This design comes from an exercise in tuning for small area and a short achievable clock period on the open sky130 flow, not from production work. Where RTL was checked, it was by simulation tests only, not by an equivalence proof against the original. No functional check of the RTL was part of run 1. Power and IR drop assume default switching activity.

## flow/design.v (module list and top-level ports; edited modules follow where they fit)
// module alu_inv: 3 lines
// module alu_nand2: 3 lines
// module alu_nor2: 3 lines
// module alu_and2: 3 lines
// module alu_xor2: 3 lines
// module alu_xnor2: 3 lines
// module alu_aoi21: 3 lines
// module alu_oai21: 3 lines
// module alu_aoi22: 3 lines
// module alu_aoi222: 3 lines
// module alu_nand3: 3 lines
// module alu_nand4: 3 lines
// module alu_maj3: 3 lines
// module ALU: 1243 lines
module ALU(
    input [31:0] rs1,
    input [31:0] rs2,
    input clk,
    input [3:0] sel,
    output reg [31:0] out
);
  // ...
==> flow/flow/run.sh <==
#!/bin/bash
# Standard layout with two changes: plain buf_1 cells as the port buffers, and
# every synthesized cell swapped for its smallest size before placement (the
# resizer sizes up again where needed).
set -euo pipefail
export BUFFER_PORTS_ARGS="-buffer_cell sky130_fd_sc_hd__buf_1"
export POST_FLOORPLAN_TCL="$PWD/flow/downsize.tcl"
bash standard.sh finish > make_finish.log 2>&1
==> flow/flow/downsize.tcl <==
# Swap every cell for the smallest cell of the same function (the same name
# without its drive-strength suffix); the resizer's repair steps that follow
# size up again where slew, capacitance or timing need it.
set dont_use [split $::env(DONT_USE_CELLS)]
set smallest [dict create]
foreach lc [get_lib_cells sky130_fd_sc_hd__*] {
  set n [get_name $lc]
  if {[lsearch -exact $dont_use $n] >= 0} { continue }
  if {![regexp {^(.+)_([0-9]+)$} $n -> fam drv]} { continue }
  set a [get_property $lc area]
  if {![dict exists $smallest $fam] || $a < [lindex [dict get $smallest $fam] 1]} {
    dict set smallest $fam [list $n $a]
  }
}
set count 0
foreach inst [get_cells *] {
  set lc [get_lib_cells -of_objects $inst]
  set n [get_name $lc]
  if {![regexp {^(.+)_([0-9]+)$} $n -> fam drv]} { continue }
  if {![dict exists $smallest $fam]} { continue }
  lassign [dict get $smallest $fam] best a
  if {$best ne $n && $a < [get_property $lc area]} {
    replace_cell $inst $best
    incr count
  }
}
puts "downsize.tcl: replaced $count cells"
==> flow/standard.sh <==
#!/bin/bash
# synth_recipe.tcl (not shown) runs the flow's synth.tcl, then flattens the netlist and writes it again
# the make line also repeats each setting of config.mk as NAME=value (left out here)
make -C /OpenROAD-flow-scripts/flow DESIGN_CONFIG=/design/flow/config.mk WORK_HOME=/design/flow/orfs CLKGATE_MAP_FILE= SYNTH_SCRIPT=/design/flow/synth_recipe.tcl "${@:-finish}"
==> flow/config.mk <==
export PLATFORM = sky130hd
export DESIGN_NAME = ALU
export DESIGN_NICKNAME = ALU
export VERILOG_FILES = /design/flow/design.v
export SDC_FILE = /design/flow/constraint.sdc
export NUM_CORES = 4
export LEC_CHECK = 0
export CAP_MARGIN = 20
export CORE_MARGIN = 2
export CORE_UTILIZATION = 40
export SETUP_SLACK_MARGIN = 1.8
export SLEW_MARGIN = 20
export SYNTH_HIERARCHICAL = 1
==> flow/constraint.sdc <==
create_clock -name core_clock -period 5.0 [get_ports {clk}]
set_input_delay 1.0000 -clock core_clock [delete_from_list [all_inputs] [get_ports {clk}]]
set_output_delay 1.0000 -clock core_clock [all_outputs]
set_load 0.01 [all_outputs]
==> summary.txt, run 1 <==
Status - finished clean
Seq Cell Count - 32
Critical path, cell by cell - buf_8 > nor2_4 > buf_6 > o21a_4 > xor2_4 > maj3_2 > a21oi_2 > o21ai_2 > a21oi_1 > buf_4 > o21ai_4 > buf_6 > a21oi_2 > o21bai_1 > a22o_1 > nand3_1 > nand4_1
Port Buffer Count - 100
Fraction of area in registers - 0.0818
Max-slew headroom - 0.226
Maximum clock frequency - 299 MHz
Avg Inst Size Synth - 9.20 um2
Synth Area in Simple Gates - 0.123
GRT busiest layer - met2
Final Hold Viols - 0
Multiplexer share of the synthesized area - 0
CTS sink cnt - 32
CLK BUF - 6
Final antenna-violating net count - 0
Met2 Wirelength - 10.2 mm
Synth warn - 7
All-Layer GR Usage - 0.254
Placed Area - 5580 um2
Final period utilization - 0.668
Startpoint types - primary input
Clock Path Buffers - 2
Ranking of synthesized cells by area - a22oi_2 46%, xor2_1 11%, dfxtp_1 10%
Share of synthesized registers carrying an async set or reset - 0
Worst-Margin Slew - 1.16 ns
Comb_multi_in - 597
Hold buffer count at cts - 0
Via-to-Cell Ratio - 6.48
Fillers - 1412
M1 GR Usage - 0.343
Clock network area share - 0.0190
Hold slack - 0.509 ns
DR WL met3 - 2.24 mm
Largest net degree at the start of global routing - 35
TritonRoute pass-1 iters - 8
HPWL Detailed - 13.9 mm
==> run 2: changes to the inputs <==
--- a/flow/design.v
+++ b/flow/design.v
@@ -26,19 +26,16 @@
     assign y = ~((a1 & a2) | (b1 & b2));
 endmodule
 module alu_aoi222(input a1, input a2, input b1, input b2, input c1, input c2, output y);
     assign y = ~((a1 & a2) | (b1 & b2) | (c1 & c2));
 endmodule
 module alu_nand3(input a, input b, input c, output y);
     assign y = ~(a & b & c);
 endmodule
-module alu_nand4(input a, input b, input c, input d, output y);
-    assign y = ~(a & b & c & d);
-endmodule
 module alu_maj3(input a, input b, input c, output y);
     assign y = (a & b) | (c & (a | b));
 endmodule
 module ALU(
     input [31:0] rs1,
     input [31:0] rs2,
     input clk,
     input [3:0] sel,
@@ -533,141 +530,109 @@
     wire sh4_24;
     wire sh4_25;
     wire sh4_26;
     wire sh4_27;
     wire sh4_28;
     wire sh4_29;
     wire sh4_30;
     wire sh4_31;
-    wire rsum0;
     wire ra0;
     wire rb0;
     wire n0;
-    wire rsum1;
     wire ra1;
     wire rb1;
     wire n1;
-    wire rsum2;
     wire ra2;
     wire rb2;
     wire n2;
-    wire rsum3;
     wire ra3;
     wire rb3;
     wire n3;
-    wire rsum4;
     wire ra4;
     wire rb4;
     wire n4;
-    wire rsum5;
     wire ra5;
     wire rb5;
     wire n5;
-    wire rsum6;
     wire ra6;
     wire rb6;
     wire n6;
-    wire rsum7;
     wire ra7;
     wire rb7;
     wire n7;
-    wire rsum8;
     wire ra8;
     wire rb8;
     wire n8;
-    wire rsum9;
     wire ra9;
     wire rb9;
     wire n9;
-    wire rsum10;
     wire ra10;
     wire rb10;
     wire n10;
-    wire rsum11;
     wire ra11;
     wire rb11;
     wire n11;
-    wire rsum12;
     wire ra12;
     wire rb12;
     wire n12;
-    wire rsum13;
     wire ra13;
     wire rb13;
     wire n13;
-    wire rsum14;
     wire ra14;
     wire rb14;
     wire n14;
-    wire rsum15;
     wire ra15;
     wire rb15;
     wire n15;
-    wire rsum16;
     wire ra16;
     wire rb16;
     wire n16;
-    wire rsum17;
     wire ra17;
     wire rb17;
     wire n17;
-    wire rsum18;
     wire ra18;
     wire rb18;
     wire n18;
-    wire rsum19;
     wire ra19;
     wire rb19;
     wire n19;
-    wire rsum20;
     wire ra20;
     wire rb20;
     wire n20;
-    wire rsum21;
     wire ra21;
     wire rb21;
     wire n21;
-    wire rsum22;
     wire ra22;
     wire rb22;
     wire n22;
-    wire rsum23;
     wire ra23;
     wire rb23;
     wire n23;
-    wire rsum24;
     wire ra24;
     wire rb24;
     wire n24;
-    wire rsum25;
     wire ra25;
     wire rb25;
     wire n25;
-    wire rsum26;
     wire ra26;
     wire rb26;
     wire n26;
-    wire rsum27;
     wire ra27;
     wire rb27;
     wire n27;
-    wire rsum28;
     wire ra28;
     wire rb28;
     wire n28;
-    wire rsum29;
     wire ra29;
     wire rb29;
     wire n29;
-    wire rsum30;
     wire ra30;
     wire rb30;
     wire n30;
-    wire rsum31;
     wire ra31;
     wire rb31;
     wire n31;
     alu_xor2 u1 (.a(rs2[0]), .b(sub), .y(bx0));
     alu_xor2 u2 (.a(rs1[0]), .b(bx0), .y(p0));
     alu_maj3 u3 (.a(rs1[0]), .b(bx0), .c(sub), .y(g0c));
     alu_and2 u4 (.a(rs1[0]), .b(bx0), .y(g0));
     alu_xor2 u5 (.a(rs2[1]), .b(sub), .y(bx1));
@@ -1141,142 +1106,110 @@
     alu_aoi22 u473 (.a1(sa[4]), .a2(fill_n), .b1(sa_n[4]), .b2(sh3_24), .y(sh4_24));
     alu_aoi22 u474 (.a1(sa[4]), .a2(fill_n), .b1(sa_n[4]), .b2(sh3_25), .y(sh4_25));
     alu_aoi22 u475 (.a1(sa[4]), .a2(fill_n), .b1(sa_n[4]), .b2(sh3_26), .y(sh4_26));
     alu_aoi22 u476 (.a1(sa[4]), .a2(fill_n), .b1(sa_n[4]), .b2(sh3_27), .y(sh4_27));
     alu_aoi22 u477 (.a1(sa[4]), .a2(fill_n), .b1(sa_n[4]), .b2(sh3_28), .y(sh4_28));
     alu_aoi22 u478 (.a1(sa[4]), .a2(fill_n), .b1(sa_n[4]), .b2(sh3_29), .y(sh4_29));
     alu_aoi22 u479 (.a1(sa[4]), .a2(fill_n), .b1(sa_n[4]), .b2(sh3_30), .y(sh4_30));
     alu_aoi22 u480 (.a1(sa[4]), .a2(fill_n), .b1(sa_n[4]), .b2(sh3_31), .y(sh4_31));
-    alu_nand2 u481 (.a(m_s), .b(s0), .y(rsum0));
-    alu_aoi22 u482 (.a1(m_r), .a2(sh4_0), .b1(m_l), .b2(sh4_31), .y(ra0));
-    alu_aoi222 u483 (.a1(m_g), .a2(g0), .b1(m_p), .b2(p0), .c1(m_h), .c2(out[0]), .y(rb0));
-    alu_nand4 u484 (.a(rsum0), .b(ra0), .c(rb0), .d(lt_n), .y(n0));
-    alu_nand2 u485 (.a(m_s), .b(s1), .y(rsum1));
-    alu_aoi22 u486 (.a1(m_r), .a2(sh4_1), .b1(m_l), .b2(sh4_30), .y(ra1));
-    alu_aoi222 u487 (.a1(m_g), .a2(g1), .b1(m_p), .b2(p1), .c1(m_h), .c2(out[1]), .y(rb1));
-    alu_nand3 u488 (.a(rsum1), .b(ra1), .c(rb1), .y(n1));
-    alu_nand2 u489 (.a(m_s), .b(s2), .y(rsum2));
-    alu_aoi22 u490 (.a1(m_r), .a2(sh4_2), .b1(m_l), .b2(sh4_29), .y(ra2));
-    alu_aoi222 u491 (.a1(m_g), .a2(g2), .b1(m_p), .b2(p2), .c1(m_h), .c2(out[2]), .y(rb2));
-    alu_nand3 u492 (.a(rsum2), .b(ra2), .c(rb2), .y(n2));
-    alu_nand2 u493 (.a(m_s), .b(s3), .y(rsum3));
-    alu_aoi22 u494 (.a1(m_r), .a2(sh4_3), .b1(m_l), .b2(sh4_28), .y(ra3));
-    alu_aoi222 u495 (.a1(m_g), .a2(g3), .b1(m_p), .b2(p3), .c1(m_h), .c2(out[3]), .y(rb3));
-    alu_nand3 u496 (.a(rsum3), .b(ra3), .c(rb3), .y(n3));
-    alu_nand2 u497 (.a(m_s), .b(s4), .y(rsum4));
-    alu_aoi22 u498 (.a1(m_r), .a2(sh4_4), .b1(m_l), .b2(sh4_27), .y(ra4));
-    alu_aoi222 u499 (.a1(m_g), .a2(g4), .b1(m_p), .b2(p4), .c1(m_h), .c2(out[4]), .y(rb4));
-    alu_nand3 u500 (.a(rsum4), .b(ra4), .c(rb4), .y(n4));
-    alu_nand2 u501 (.a(m_s), .b(s5), .y(rsum5));
-    alu_aoi22 u502 (.a1(m_r), .a2(sh4_5), .b1(m_l), .b2(sh4_26), .y(ra5));
-    alu_aoi222 u503 (.a1(m_g), .a2(g5), .b1(m_p), .b2(p5), .c1(m_h), .c2(out[5]), .y(rb5));
-    alu_nand3 u504 (.a(rsum5), .b(ra5), .c(rb5), .y(n5));
-    alu_nand2 u505 (.a(m_s), .b(s6), .y(rsum6));
-    alu_aoi22 u506 (.a1(m_r), .a2(sh4_6), .b1(m_l), .b2(sh4_25), .y(ra6));
-    alu_aoi222 u507 (.a1(m_g), .a2(g6), .b1(m_p), .b2(p6), .c1(m_h), .c2(out[6]), .y(rb6));
-    alu_nand3 u508 (.a(rsum6), .b(ra6), .c(rb6), .y(n6));
-    alu_nand2 u509 (.a(m_s), .b(s7), .y(rsum7));
-    alu_aoi22 u510 (.a1(m_r), .a2(sh4_7), .b1(m_l), .b2(sh4_24), .y(ra7));
-    alu_aoi222 u511 (.a1(m_g), .a2(g7), .b1(m_p), .b2(p7), .c1(m_h), .c2(out[7]), .y(rb7));
-    alu_nand3 u512 (.a(rsum7), .b(ra7), .c(rb7), .y(n7));
-    alu_nand2 u513 (.a(m_s), .b(s8), .y(rsum8));
-    alu_aoi22 u514 (.a1(m_r), .a2(sh4_8), .b1(m_l), .b2(sh4_23), .y(ra8));
-    alu_aoi222 u515 (.a1(m_g), .a2(g8), .b1(m_p), .b2(p8), .c1(m_h), .c2(out[8]), .y(rb8));
-    alu_nand3 u516 (.a(rsum8), .b(ra8), .c(rb8), .y(n8));
-    alu_nand2 u517 (.a(m_s), .b(s9), .y(rsum9));
-    alu_aoi22 u518 (.a1(m_r), .a2(sh4_9), .b1(m_l), .b2(sh4_22), .y(ra9));
-    alu_aoi222 u519 (.a1(m_g), .a2(g9), .b1(m_p), .b2(p9), .c1(m_h), .c2(out[9]), .y(rb9));
-    alu_nand3 u520 (.a(rsum9), .b(ra9), .c(rb9), .y(n9));
-    alu_nand2 u521 (.a(m_s), .b(s10), .y(rsum10));
-    alu_aoi22 u522 (.a1(m_r), .a2(sh4_10), .b1(m_l), .b2(sh4_21), .y(ra10));
-    alu_aoi222 u523 (.a1(m_g), .a2(g10), .b1(m_p), .b2(p10), .c1(m_h), .c2(out[10]), .y(rb10));
-    alu_nand3 u524 (.a(rsum10), .b(ra10), .c(rb10), .y(n10));
-    alu_nand2 u525 (.a(m_s), .b(s11), .y(rsum11));
-    alu_aoi22 u526 (.a1(m_r), .a2(sh4_11), .b1(m_l), .b2(sh4_20), .y(ra11));
-    alu_aoi222 u527 (.a1(m_g), .a2(g11), .b1(m_p), .b2(p11), .c1(m_h), .c2(out[11]), .y(rb11));
-    alu_nand3 u528 (.a(rsum11), .b(ra11), .c(rb11), .y(n11));
-    alu_nand2 u529 (.a(m_s), .b(s12), .y(rsum12));
-    alu_aoi22 u530 (.a1(m_r), .a2(sh4_12), .b1(m_l), .b2(sh4_19), .y(ra12));
-    alu_aoi222 u531 (.a1(m_g), .a2(g12), .b1(m_p), .b2(p12), .c1(m_h), .c2(out[12]), .y(rb12));
-    alu_nand3 u532 (.a(rsum12), .b(ra12), .c(rb12), .y(n12));
-    alu_nand2 u533 (.a(m_s), .b(s13), .y(rsum13));
-    alu_aoi22 u534 (.a1(m_r), .a2(sh4_13), .b1(m_l), .b2(sh4_18), .y(ra13));
-    alu_aoi222 u535 (.a1(m_g), .a2(g13), .b1(m_p), .b2(p13), .c1(m_h), .c2(out[13]), .y(rb13));
-    alu_nand3 u536 (.a(rsum13), .b(ra13), .c(rb13), .y(n13));
-    alu_nand2 u537 (.a(m_s), .b(s14), .y(rsum14));
-    alu_aoi22 u538 (.a1(m_r), .a2(sh4_14), .b1(m_l), .b2(sh4_17), .y(ra14));
-    alu_aoi222 u539 (.a1(m_g), .a2(g14), .b1(m_p), .b2(p14), .c1(m_h), .c2(out[14]), .y(rb14));
-    alu_nand3 u540 (.a(rsum14), .b(ra14), .c(rb14), .y(n14));
-    alu_nand2 u541 (.a(m_s), .b(s15), .y(rsum15));
-    alu_aoi22 u542 (.a1(m_r), .a2(sh4_15), .b1(m_l), .b2(sh4_16), .y(ra15));
-    alu_aoi222 u543 (.a1(m_g), .a2(g15), .b1(m_p), .b2(p15), .c1(m_h), .c2(out[15]), .y(rb15));
-    alu_nand3 u544 (.a(rsum15), .b(ra15), .c(rb15), .y(n15));
-    alu_nand2 u545 (.a(m_s), .b(s16), .y(rsum16));
-    alu_aoi22 u546 (.a1(m_r), .a2(sh4_16), .b1(m_l), .b2(sh4_15), .y(ra16));
-    alu_aoi222 u547 (.a1(m_g), .a2(g16), .b1(m_p), .b2(p16), .c1(m_h), .c2(out[16]), .y(rb16));
-    alu_nand3 u548 (.a(rsum16), .b(ra16), .c(rb16), .y(n16));
-    alu_nand2 u549 (.a(m_s), .b(s17), .y(rsum17));
-    alu_aoi22 u550 (.a1(m_r), .a2(sh4_17), .b1(m_l), .b2(sh4_14), .y(ra17));
-    alu_aoi222 u551 (.a1(m_g), .a2(g17), .b1(m_p), .b2(p17), .c1(m_h), .c2(out[17]), .y(rb17));
-    alu_nand3 u552 (.a(rsum17), .b(ra17), .c(rb17), .y(n17));
-    alu_nand2 u553 (.a(m_s), .b(s18), .y(rsum18));
-    alu_aoi22 u554 (.a1(m_r), .a2(sh4_18), .b1(m_l), .b2(sh4_13), .y(ra18));
-    alu_aoi222 u555 (.a1(m_g), .a2(g18), .b1(m_p), .b2(p18), .c1(m_h), .c2(out[18]), .y(rb18));
-    alu_nand3 u556 (.a(rsum18), .b(ra18), .c(rb18), .y(n18));
-    alu_nand2 u557 (.a(m_s), .b(s19), .y(rsum19));
-    alu_aoi22 u558 (.a1(m_r), .a2(sh4_19), .b1(m_l), .b2(sh4_12), .y(ra19));
-    alu_aoi222 u559 (.a1(m_g), .a2(g19), .b1(m_p), .b2(p19), .c1(m_h), .c2(out[19]), .y(rb19));
-    alu_nand3 u560 (.a(rsum19), .b(ra19), .c(rb19), .y(n19));
-    alu_nand2 u561 (.a(m_s), .b(s20), .y(rsum20));
-    alu_aoi22 u562 (.a1(m_r), .a2(sh4_20), .b1(m_l), .b2(sh4_11), .y(ra20));
-    alu_aoi222 u563 (.a1(m_g), .a2(g20), .b1(m_p), .b2(p20), .c1(m_h), .c2(out[20]), .y(rb20));
-    alu_nand3 u564 (.a(rsum20), .b(ra20), .c(rb20), .y(n20));
-    alu_nand2 u565 (.a(m_s), .b(s21), .y(rsum21));
-    alu_aoi22 u566 (.a1(m_r), .a2(sh4_21), .b1(m_l), .b2(sh4_10), .y(ra21));
-    alu_aoi222 u567 (.a1(m_g), .a2(g21), .b1(m_p), .b2(p21), .c1(m_h), .c2(out[21]), .y(rb21));
-    alu_nand3 u568 (.a(rsum21), .b(ra21), .c(rb21), .y(n21));
-    alu_nand2 u569 (.a(m_s), .b(s22), .y(rsum22));
-    alu_aoi22 u570 (.a1(m_r), .a2(sh4_22), .b1(m_l), .b2(sh4_9), .y(ra22));
-    alu_aoi222 u571 (.a1(m_g), .a2(g22), .b1(m_p), .b2(p22), .c1(m_h), .c2(out[22]), .y(rb22));
-    alu_nand3 u572 (.a(rsum22), .b(ra22), .c(rb22), .y(n22));
-    alu_nand2 u573 (.a(m_s), .b(s23), .y(rsum23));
-    alu_aoi22 u574 (.a1(m_r), .a2(sh4_23), .b1(m_l), .b2(sh4_8), .y(ra23));
-    alu_aoi222 u575 (.a1(m_g), .a2(g23), .b1(m_p), .b2(p23), .c1(m_h), .c2(out[23]), .y(rb23));
-    alu_nand3 u576 (.a(rsum23), .b(ra23), .c(rb23), .y(n23));
-    alu_nand2 u577 (.a(m_s), .b(s24), .y(rsum24));
-    alu_aoi22 u578 (.a1(m_r), .a2(sh4_24), .b1(m_l), .b2(sh4_7), .y(ra24));
-    alu_aoi222 u579 (.a1(m_g), .a2(g24), .b1(m_p), .b2(p24), .c1(m_h), .c2(out[24]), .y(rb24));
-    alu_nand3 u580 (.a(rsum24), .b(ra24), .c(rb24), .y(n24));
-    alu_nand2 u581 (.a(m_s), .b(s25), .y(rsum25));
-    alu_aoi22 u582 (.a1(m_r), .a2(sh4_25), .b1(m_l), .b2(sh4_6), .y(ra25));
-    alu_aoi222 u583 (.a1(m_g), .a2(g25), .b1(m_p), .b2(p25), .c1(m_h), .c2(out[25]), .y(rb25));
-    alu_nand3 u584 (.a(rsum25), .b(ra25), .c(rb25), .y(n25));
-    alu_nand2 u585 (.a(m_s), .b(s26), .y(rsum26));
-    alu_aoi22 u586 (.a1(m_r), .a2(sh4_26), .b1(m_l), .b2(sh4_5), .y(ra26));
-    alu_aoi222 u587 (.a1(m_g), .a2(g26), .b1(m_p), .b2(p26), .c1(m_h), .c2(out[26]), .y(rb26));
-    alu_nand3 u588 (.a(rsum26), .b(ra26), .c(rb26), .y(n26));
-    alu_nand2 u589 (.a(m_s), .b(s27), .y(rsum27));
-    alu_aoi22 u590 (.a1(m_r), .a2(sh4_27), .b1(m_l), .b2(sh4_4), .y(ra27));
-    alu_aoi222 u591 (.a1(m_g), .a2(g27), .b1(m_p), .b2(p27), .c1(m_h), .c2(out[27]), .y(rb27));
-    alu_nand3 u592 (.a(rsum27), .b(ra27), .c(rb27), .y(n27));
-    alu_nand2 u593 (.a(m_s), .b(s28), .y(rsum28));
-    alu_aoi22 u594 (.a1(m_r), .a2(sh4_28), .b1(m_l), .b2(sh4_3), .y(ra28));
-    alu_aoi222 u595 (.a1(m_g), .a2(g28), .b1(m_p), .b2(p28), .c1(m_h), .c2(out[28]), .y(rb28));
-    alu_nand3 u596 (.a(rsum28), .b(ra28), .c(rb28), .y(n28));
-    alu_nand2 u597 (.a(m_s), .b(s29), .y(rsum29));
-    alu_aoi22 u598 (.a1(m_r), .a2(sh4_29), .b1(m_l), .b2(sh4_2), .y(ra29));
-    alu_aoi222 u599 (.a1(m_g), .a2(g29), .b1(m_p), .b2(p29), .c1(m_h), .c2(out[29]), .y(rb29));
-    alu_nand3 u600 (.a(rsum29), .b(ra29), .c(rb29), .y(n29));
-    alu_nand2 u601 (.a(m_s), .b(s30), .y(rsum30));
-    alu_aoi22 u602 (.a1(m_r), .a2(sh4_30), .b1(m_l), .b2(sh4_1), .y(ra30));
-    alu_aoi222 u603 (.a1(m_g), .a2(g30), .b1(m_p), .b2(p30), .c1(m_h), .c2(out[30]), .y(rb30));
-    alu_nand3 u604 (.a(rsum30), .b(ra30), .c(rb30), .y(n30));
-    alu_nand2 u605 (.a(m_s), .b(s31), .y(rsum31));
-    alu_aoi22 u606 (.a1(m_r), .a2(sh4_31), .b1(m_l), .b2(sh4_0), .y(ra31));
-    alu_aoi222 u607 (.a1(m_g), .a2(g31), .b1(m_p), .b2(p31), .c1(m_h), .c2(out[31]), .y(rb31));
-    alu_nand3 u608 (.a(rsum31), .b(ra31), .c(rb31), .y(n31));
+    alu_aoi222 u481 (.a1(m_s), .a2(s0), .b1(m_r), .b2(sh4_0), .c1(m_l), .c2(sh4_31), .y(ra0));
+    alu_aoi222 u482 (.a1(m_g), .a2(g0), .b1(m_p), .b2(p0), .c1(m_h), .c2(out[0]), .y(rb0));
+    alu_nand3 u483 (.a(ra0), .b(rb0), .c(lt_n), .y(n0));
+    alu_aoi222 u484 (.a1(m_s), .a2(s1), .b1(m_r), .b2(sh4_1), .c1(m_l), .c2(sh4_30), .y(ra1));
+    alu_aoi222 u485 (.a1(m_g), .a2(g1), .b1(m_p), .b2(p1), .c1(m_h), .c2(out[1]), .y(rb1));
+    alu_nand2 u486 (.a(ra1), .b(rb1), .y(n1));
+    alu_aoi222 u487 (.a1(m_s), .a2(s2), .b1(m_r), .b2(sh4_2), .c1(m_l), .c2(sh4_29), .y(ra2));
+    alu_aoi222 u488 (.a1(m_g), .a2(g2), .b1(m_p), .b2(p2), .c1(m_h), .c2(out[2]), .y(rb2));
+    alu_nand2 u489 (.a(ra2), .b(rb2), .y(n2));
+    alu_aoi222 u490 (.a1(m_s), .a2(s3), .b1(m_r), .b2(sh4_3), .c1(m_l), .c2(sh4_28), .y(ra3));
+    alu_aoi222 u491 (.a1(m_g), .a2(g3), .b1(m_p), .b2(p3), .c1(m_h), .c2(out[3]), .y(rb3));
+    alu_nand2 u492 (.a(ra3), .b(rb3), .y(n3));
+    alu_aoi222 u493 (.a1(m_s), .a2(s4), .b1(m_r), .b2(sh4_4), .c1(m_l), .c2(sh4_27), .y(ra4));
+    alu_aoi222 u494 (.a1(m_g), .a2(g4), .b1(m_p), .b2(p4), .c1(m_h), .c2(out[4]), .y(rb4));
+    alu_nand2 u495 (.a(ra4), .b(rb4), .y(n4));
+    alu_aoi222 u496 (.a1(m_s), .a2(s5), .b1(m_r), .b2(sh4_5), .c1(m_l), .c2(sh4_26), .y(ra5));
+    alu_aoi222 u497 (.a1(m_g), .a2(g5), .b1(m_p), .b2(p5), .c1(m_h), .c2(out[5]), .y(rb5));
+    alu_nand2 u498 (.a(ra5), .b(rb5), .y(n5));
+    alu_aoi222 u499 (.a1(m_s), .a2(s6), .b1(m_r), .b2(sh4_6), .c1(m_l), .c2(sh4_25), .y(ra6));
+    alu_aoi222 u500 (.a1(m_g), .a2(g6), .b1(m_p), .b2(p6), .c1(m_h), .c2(out[6]), .y(rb6));
+    alu_nand2 u501 (.a(ra6), .b(rb6), .y(n6));
+    alu_aoi222 u502 (.a1(m_s), .a2(s7), .b1(m_r), .b2(sh4_7), .c1(m_l), .c2(sh4_24), .y(ra7));
+    alu_aoi222 u503 (.a1(m_g), .a2(g7), .b1(m_p), .b2(p7), .c1(m_h), .c2(out[7]), .y(rb7));
+    alu_nand2 u504 (.a(ra7), .b(rb7), .y(n7));
+    alu_aoi222 u505 (.a1(m_s), .a2(s8), .b1(m_r), .b2(sh4_8), .c1(m_l), .c2(sh4_23), .y(ra8));
+    alu_aoi222 u506 (.a1(m_g), .a2(g8), .b1(m_p), .b2(p8), .c1(m_h), .c2(out[8]), .y(rb8));
+    alu_nand2 u507 (.a(ra8), .b(rb8), .y(n8));
+    alu_aoi222 u508 (.a1(m_s), .a2(s9), .b1(m_r), .b2(sh4_9), .c1(m_l), .c2(sh4_22), .y(ra9));
+    alu_aoi222 u509 (.a1(m_g), .a2(g9), .b1(m_p), .b2(p9), .c1(m_h), .c2(out[9]), .y(rb9));
+    alu_nand2 u510 (.a(ra9), .b(rb9), .y(n9));
+    alu_aoi222 u511 (.a1(m_s), .a2(s10), .b1(m_r), .b2(sh4_10), .c1(m_l), .c2(sh4_21), .y(ra10));
+    alu_aoi222 u512 (.a1(m_g), .a2(g10), .b1(m_p), .b2(p10), .c1(m_h), .c2(out[10]), .y(rb10));
+    alu_nand2 u513 (.a(ra10), .b(rb10), .y(n10));
+    alu_aoi222 u514 (.a1(m_s), .a2(s11), .b1(m_r), .b2(sh4_11), .c1(m_l), .c2(sh4_20), .y(ra11));
+    alu_aoi222 u515 (.a1(m_g), .a2(g11), .b1(m_p), .b2(p11), .c1(m_h), .c2(out[11]), .y(rb11));
+    alu_nand2 u516 (.a(ra11), .b(rb11), .y(n11));
+    alu_aoi222 u517 (.a1(m_s), .a2(s12), .b1(m_r), .b2(sh4_12), .c1(m_l), .c2(sh4_19), .y(ra12));
+    alu_aoi222 u518 (.a1(m_g), .a2(g12), .b1(m_p), .b2(p12), .c1(m_h), .c2(out[12]), .y(rb12));
+    alu_nand2 u519 (.a(ra12), .b(rb12), .y(n12));
+    alu_aoi222 u520 (.a1(m_s), .a2(s13), .b1(m_r), .b2(sh4_13), .c1(m_l), .c2(sh4_18), .y(ra13));
+    alu_aoi222 u521 (.a1(m_g), .a2(g13), .b1(m_p), .b2(p13), .c1(m_h), .c2(out[13]), .y(rb13));
+    alu_nand2 u522 (.a(ra13), .b(rb13), .y(n13));
+    alu_aoi222 u523 (.a1(m_s), .a2(s14), .b1(m_r), .b2(sh4_14), .c1(m_l), .c2(sh4_17), .y(ra14));
+    alu_aoi222 u524 (.a1(m_g), .a2(g14), .b1(m_p), .b2(p14), .c1(m_h), .c2(out[14]), .y(rb14));
+    alu_nand2 u525 (.a(ra14), .b(rb14), .y(n14));
+    alu_aoi222 u526 (.a1(m_s), .a2(s15), .b1(m_r), .b2(sh4_15), .c1(m_l), .c2(sh4_16), .y(ra15));
+    alu_aoi222 u527 (.a1(m_g), .a2(g15), .b1(m_p), .b2(p15), .c1(m_h), .c2(out[15]), .y(rb15));
+    alu_nand2 u528 (.a(ra15), .b(rb15), .y(n15));
+    alu_aoi222 u529 (.a1(m_s), .a2(s16), .b1(m_r), .b2(sh4_16), .c1(m_l), .c2(sh4_15), .y(ra16));
+    alu_aoi222 u530 (.a1(m_g), .a2(g16), .b1(m_p), .b2(p16), .c1(m_h), .c2(out[16]), .y(rb16));
+    alu_nand2 u531 (.a(ra16), .b(rb16), .y(n16));
+    alu_aoi222 u532 (.a1(m_s), .a2(s17), .b1(m_r), .b2(sh4_17), .c1(m_l), .c2(sh4_14), .y(ra17));
+    alu_aoi222 u533 (.a1(m_g), .a2(g17), .b1(m_p), .b2(p17), .c1(m_h), .c2(out[17]), .y(rb17));
+    alu_nand2 u534 (.a(ra17), .b(rb17), .y(n17));
+    alu_aoi222 u535 (.a1(m_s), .a2(s18), .b1(m_r), .b2(sh4_18), .c1(m_l), .c2(sh4_13), .y(ra18));
+    alu_aoi222 u536 (.a1(m_g), .a2(g18), .b1(m_p), .b2(p18), .c1(m_h), .c2(out[18]), .y(rb18));
+    alu_nand2 u537 (.a(ra18), .b(rb18), .y(n18));
+    alu_aoi222 u538 (.a1(m_s), .a2(s19), .b1(m_r), .b2(sh4_19), .c1(m_l), .c2(sh4_12), .y(ra19));
+    alu_aoi222 u539 (.a1(m_g), .a2(g19), .b1(m_p), .b2(p19), .c1(m_h), .c2(out[19]), .y(rb19));
+    alu_nand2 u540 (.a(ra19), .b(rb19), .y(n19));
+    alu_aoi222 u541 (.a1(m_s), .a2(s20), .b1(m_r), .b2(sh4_20), .c1(m_l), .c2(sh4_11), .y(ra20));
+    alu_aoi222 u542 (.a1(m_g), .a2(g20), .b1(m_p), .b2(p20), .c1(m_h), .c2(out[20]), .y(rb20));
+    alu_nand2 u543 (.a(ra20), .b(rb20), .y(n20));
+    alu_aoi222 u544 (.a1(m_s), .a2(s21), .b1(m_r), .b2(sh4_21), .c1(m_l), .c2(sh4_10), .y(ra21));
+    alu_aoi222 u545 (.a1(m_g), .a2(g21), .b1(m_p), .b2(p21), .c1(m_h), .c2(out[21]), .y(rb21));
+    alu_nand2 u546 (.a(ra21), .b(rb21), .y(n21));
+    alu_aoi222 u547 (.a1(m_s), .a2(s22), .b1(m_r), .b2(sh4_22), .c1(m_l), .c2(sh4_9), .y(ra22));
+    alu_aoi222 u548 (.a1(m_g), .a2(g22), .b1(m_p), .b2(p22), .c1(m_h), .c2(out[22]), .y(rb22));
+    alu_nand2 u549 (.a(ra22), .b(rb22), .y(n22));
+    alu_aoi222 u550 (.a1(m_s), .a2(s23), .b1(m_r), .b2(sh4_23), .c1(m_l), .c2(sh4_8), .y(ra23));
+    alu_aoi222 u551 (.a1(m_g), .a2(g23), .b1(m_p), .b2(p23), .c1(m_h), .c2(out[23]), .y(rb23));
+    alu_nand2 u552 (.a(ra23), .b(rb23), .y(n23));
+    alu_aoi222 u553 (.a1(m_s), .a2(s24), .b1(m_r), .b2(sh4_24), .c1(m_l), .c2(sh4_7), .y(ra24));
+    alu_aoi222 u554 (.a1(m_g), .a2(g24), .b1(m_p), .b2(p24), .c1(m_h), .c2(out[24]), .y(rb24));
+    alu_nand2 u555 (.a(ra24), .b(rb24), .y(n24));
+    alu_aoi222 u556 (.a1(m_s), .a2(s25), .b1(m_r), .b2(sh4_25), .c1(m_l), .c2(sh4_6), .y(ra25));
+    alu_aoi222 u557 (.a1(m_g), .a2(g25), .b1(m_p), .b2(p25), .c1(m_h), .c2(out[25]), .y(rb25));
+    alu_nand2 u558 (.a(ra25), .b(rb25), .y(n25));
+    alu_aoi222 u559 (.a1(m_s), .a2(s26), .b1(m_r), .b2(sh4_26), .c1(m_l), .c2(sh4_5), .y(ra26));
+    alu_aoi222 u560 (.a1(m_g), .a2(g26), .b1(m_p), .b2(p26), .c1(m_h), .c2(out[26]), .y(rb26));
+    alu_nand2 u561 (.a(ra26), .b(rb26), .y(n26));
+    alu_aoi222 u562 (.a1(m_s), .a2(s27), .b1(m_r), .b2(sh4_27), .c1(m_l), .c2(sh4_4), .y(ra27));
+    alu_aoi222 u563 (.a1(m_g), .a2(g27), .b1(m_p), .b2(p27), .c1(m_h), .c2(out[27]), .y(rb27));
+    alu_nand2 u564 (.a(ra27), .b(rb27), .y(n27));
+    alu_aoi222 u565 (.a1(m_s), .a2(s28), .b1(m_r), .b2(sh4_28), .c1(m_l), .c2(sh4_3), .y(ra28));
+    alu_aoi222 u566 (.a1(m_g), .a2(g28), .b1(m_p), .b2(p28), .c1(m_h), .c2(out[28]), .y(rb28));
+    alu_nand2 u567 (.a(ra28), .b(rb28), .y(n28));
+    alu_aoi222 u568 (.a1(m_s), .a2(s29), .b1(m_r), .b2(sh4_29), .c1(m_l), .c2(sh4_2), .y(ra29));
+    alu_aoi222 u569 (.a1(m_g), .a2(g29), .b1(m_p), .b2(p29), .c1(m_h), .c2(out[29]), .y(rb29));
+    alu_nand2 u570 (.a(ra29), .b(rb29), .y(n29));
+    alu_aoi222 u571 (.a1(m_s), .a2(s30), .b1(m_r), .b2(sh4_30), .c1(m_l), .c2(sh4_1), .y(ra30));
+    alu_aoi222 u572 (.a1(m_g), .a2(g30), .b1(m_p), .b2(p30), .c1(m_h), .c2(out[30]), .y(rb30));
+    alu_nand2 u573 (.a(ra30), .b(rb30), .y(n30));
+    alu_aoi222 u574 (.a1(m_s), .a2(s31), .b1(m_r), .b2(sh4_31), .c1(m_l), .c2(sh4_0), .y(ra31));
+    alu_aoi222 u575 (.a1(m_g), .a2(g31), .b1(m_p), .b2(p31), .c1(m_h), .c2(out[31]), .y(rb31));
+    alu_nand2 u576 (.a(ra31), .b(rb31), .y(n31));
     wire cout = ~G4_31;
     wire lt   = (sel[0] | (rs1[31] == rs2[31])) ? ~cout : rs1[31];
     wire lt_n = ~(m_c & lt);
     always @(posedge clk)
         out <= {n31, n30, n29, n28, n27, n26, n25, n24, n23, n22, n21, n20, n19, n18, n17, n16, n15, n14, n13, n12, n11, n10, n9, n8, n7, n6, n5, n4, n3, n2, n1, n0};
 endmodule
==> flow/config.mk (replaced) <==
export PLATFORM = sky130hd
export DESIGN_NAME = ALU
export DESIGN_NICKNAME = ALU
export VERILOG_FILES = /design/flow/design.v
export SDC_FILE = /design/flow/constraint.sdc
export NUM_CORES = 4
export LEC_CHECK = 0
export CAP_MARGIN = 20
export CORE_MARGIN = 2
export CORE_UTILIZATION = 40
export SLEW_MARGIN = 20
export SYNTH_HIERARCHICAL = 1
==> run 2 against run 1 <==
  * Final area fell by 27%
  * Non-clock buffer count shrank 86
  * Sequential power hardly changed
  * Clock power increased by 18%
  * Synthesized cell count fell by 4.8%
  * Sequential share of layout area grew 3.1 points
  * Clock skew did not move
  * Global-route usage decreased by 2.5 points
  * Die area fell by 3.8%
  * Fmax decreased by 20%
  * First-iteration DRC count up 2.3%
  * Critical path type unchanged
  * Highest routed layer unchanged
==> summary.txt, run 2 <==
Status - finished clean
CTS tree - yes
R2R Path End - out[20]
Worst Hold Path EP - out[3]
Critical Path RT - 5.17 ns
Vias - 6093
Final wirelength - 18.9 mm
Vias in the first global route - 5458
Hold WC Path Type - flip-flop to flip-flop
Tmin final - 4.19 ns
Hold buffer count at cts - 0 (unchanged)
Number of diodes - 0
Later-pin clock latency in the skew report - 0.28 ns
IO Pins - 101
Routed WL per cell - 20.0 um
Post-synth EDFFs - 0
HPWL Detailed - 13.7 mm (-1.4%)
Hold Path Stages - 2
Main synth FF type - dfxtp_1
Most instantiated cells after synthesis - 192 x a22oi_2, 80 x xor2_1, 64 x a222oi_1
H-tree Lvls - 2
First DRT Iteration DRCs - 1074
Final worst clock skew - 0 ns
First-pass GRT wire length - 29.4 mm
Post-CTS setup buffers - 0
Fin Setup TNS - 0 ns
Top reg by flops - out
Yosys cell types - 24
Core region area - 14400 um2
Max-slew headroom - 0.322 (+0.0958)
Crit path kind - primary input to flip-flop
CTS sink cnt - 32 (unchanged)
Pwr dens - 266 nW/um2
Worst-Margin Slew - 1.02 ns (-0.144 ns)
Share of synthesized registers carrying an async set or reset - 0 (unchanged)
FF+latch area - 641 um2
Crit path capture type - flip-flop
Worst path max stage delay - 0.46 ns
Die area - 15700 um2
P&R area growth vs syn - -3.11%
Fin. max-slew vios - 0
Maximum clock frequency - 238 MHz (-20%)
Largest net degree at the start of global routing - 41 (+17%)
Critical path, cell by cell - buf_1 > o21a_2 > xor2_1 > xor2_1 > nand2_1 > o21ai_1 > a21oi_1 > buf_4 > o21ai_1 > buf_4 > a21oi_1 > xnor2_1 > a222oi_1 > nand2_1
Synth Cell Area - 5880 um2
Hold Startpoint - out[3]
Startpoint types - primary input
RSZ-0062 raised after global routing - no
Area share of the largest cell type after synthesis - 0.409
Row count - 44
Setup slack, reg-to-reg - 4.15 ns
Ranking of synthesized cells by area - a22oi_2 41%, xor2_1 12%, a222oi_1 11%
Post-CTS sizing - 0
Hold slack - 0.480 ns (-0.0296 ns)
Final period utilization - 0.839 (+0.170)
Largest area contributor in the netlist - a22oi_2
Max Cap Viol - 0
Seq/Total Area, Yosys - 0.109
TritonRoute pass-1 iters - 9 (+1)
Pleak - 2.32 nW
Gp weighted congestion - 0.967
Crit path max fanout - 12
Via-to-Cell Ratio - 6.44 (-0.58%)
Crit-path slowest cell - o21ai_1
Num CTS Buffers - 5
Initial core utilization - 0.408
Finish-stage setup viols - 0
Cells after synthesis - 633
Die H - 125 um
Root buf cell - clkbuf_16
# nets final - 830
Clock Path Buffers - 2 (unchanged)
All-Layer GR Usage - 0.228 (-0.0254)
Commonest cells after routing, fill and taps aside - 192 x a22oi_1, 100 x buf_1, 80 x xor2_1
Largest register FFs - 32
Most frequent cell after synthesis - a22oi_2
R2R cell count - 2
Regs by FF count - out x32
Port Buffer Count - 100 (unchanged)
Multi-input gate area - 3970 um2
R2r startpoint - out[20]
Synth warn - 7 (unchanged)
Fillers - 1567 (+11%)
Initial antenna violation count - 0
FF+latch count, synth - 32
Worst Path Buf+Inv - 3
Final antenna-violating net count - 0 (unchanged)
Layout cells sized above 1 - 0.0459
GRT overflow - 0
Clk slew on worst S/H paths - 0.06 ns
Worst endpoint data arrival time - 4.36 ns
Final Hold Viols - 0 (unchanged)
Peak VDD IR - 0.118 mV
Worst path top cell family by delay - compound AO/OA/AOI/OAI gates
Drt drc - 0
Avg Inst Size Synth - 9.29 um2 (+0.93%)
Mapped Nets - 702
Die width - 125 um
Commonest non-fill, non-tap cell in the layout - a22oi_1
## run 2: where the power goes
group / switching [W] / total, W / internal (W) / leakage, nW
clock: 0.000132 / 0.000394 / 0.000263 / 0.0901
combinational: 0.000488 / 0.000779 / 0.000291 / 1.96
sequential: 0.0000303 / 0.000340 / 0.000310 / 0.268
total: 0.000650 / 0.00151 / 0.000863 / 2.32
## run 2: modules after synthesis (local to each module, per instance), excerpt
module	copies in the design	cells
alu_aoi222	64	1
alu_nor2	22	1
alu_inv	30	1
alu_aoi21	46	1
ALU	1	57
alu_oai21	34	1
alu_nand3	1	1
alu_and2	32	1
alu_xnor2	16	1
alu_maj3	1	1
alu_nand2	58	1
## run 2: cell type report
type	instances	area share
inverters	36	0.0237
multi-input cells	564	0.696
repair buffers	122	0.0949
well taps	184	0.0404
flip-flops and latches	32	0.112
clock buffers	7	0.0268
clock inverters	1	0.00527
## run 2: kinds of logic (layout without fill, tap and decap cells)
logic type                 after synthesis  in the layout  share of synthesized area
AOI/OAI and AO/OA                      339            339                      0.619
xor gates and xnor gates                97             97                      0.145
adders and majority gates                1              1                    0.00192
buffers and inverters                   37            166                     0.0249
DFF                                     32             32                      0.109
and+or+nand+nor                        127            127                      0.100
## run 2: worst max path at each step
stage | from | to | slack, ns | cells past startpoint
after CTS | sel[1] | out[31] | 0.85 | 14
final | sel[1] | out[25] | 0.81 | 14
after detailed placement | sel[1] | out[26] | 0.55 | 15
after global placement | sel[1] | out[20] | 0.61 | 15
after global routing | sel[2] | out[20] | 0.47 | 15
after floorplan | sel[2] | out[0] | 0.12 | 11
## run 2: worst register-to-register path: stages (launching register included)
cell	delay (ns)
dfxtp_1	0.33
a222oi_1	0.30
nand2_1	0.10
## run 2: metrics by stage
stage	cell area, um2	power (W)	setup WS [ns]	utilization	instances
after CTS	5700	0.00151	0.848	0.395	946
after global routing	5700	0.00162	0.472	0.395	946
after global placement	5510	0.00111	0.614	0.382	938
after detailed placement	5510	0.00111	0.549	0.382	938
after floorplan	5880	0.00100	0.118	-	633
final	5700	0.00151	0.807	0.395	946
## run 2: layer usage
metal / vias to the layer above / GRT usage / routed length (um)
li1: 2867 / - / -
met1: 2872 / 0.335 / 8450
met2: 320 / 0.350 / 8500
met3: 34 / 0.0218 / 1490
met4: 0 / 0.0752 / 500
met5: - / 0 / 0

==> static timing again, ports no longer ideal <==
The flow's constraints put no driver on any port. The routed layouts listed below were extracted and timed again, unchanged, in two steps. Step 1 assumes that a clkbuf_16 drives the clock port and a buf_2 every other input. Step 2 adds t to the input delays and takes it off the output delays; t is the mean of the earliest and latest rising clock arrival at the registers after step 1. Input paths then give back, and output paths get back, about the clock's delay inside the block. Three values: no drivers, after step 1, after step 2; two values: the first two.
| run | t (ns) | setup slack, ns | worst hold slack (ns) | worst setup path at the end | worst slew at a driven data input, ns |
|---|---|---|---|---|---|
| run 1 | 0.341 | 1.659 / 1.661 / 1.320 | 0.509 / 0.509 / 0.509 | input to register | 0.05 |
| run 2 | 0.327 | 0.807 / 0.825 / 0.498 | 0.480 / 0.480 / 0.480 | input to register | 0.06 |
After both steps every run listed still meets setup and hold. The setup slack of run 1, which loses most, moves by +0.002 ns with the drivers and by -0.339 ns with both steps.
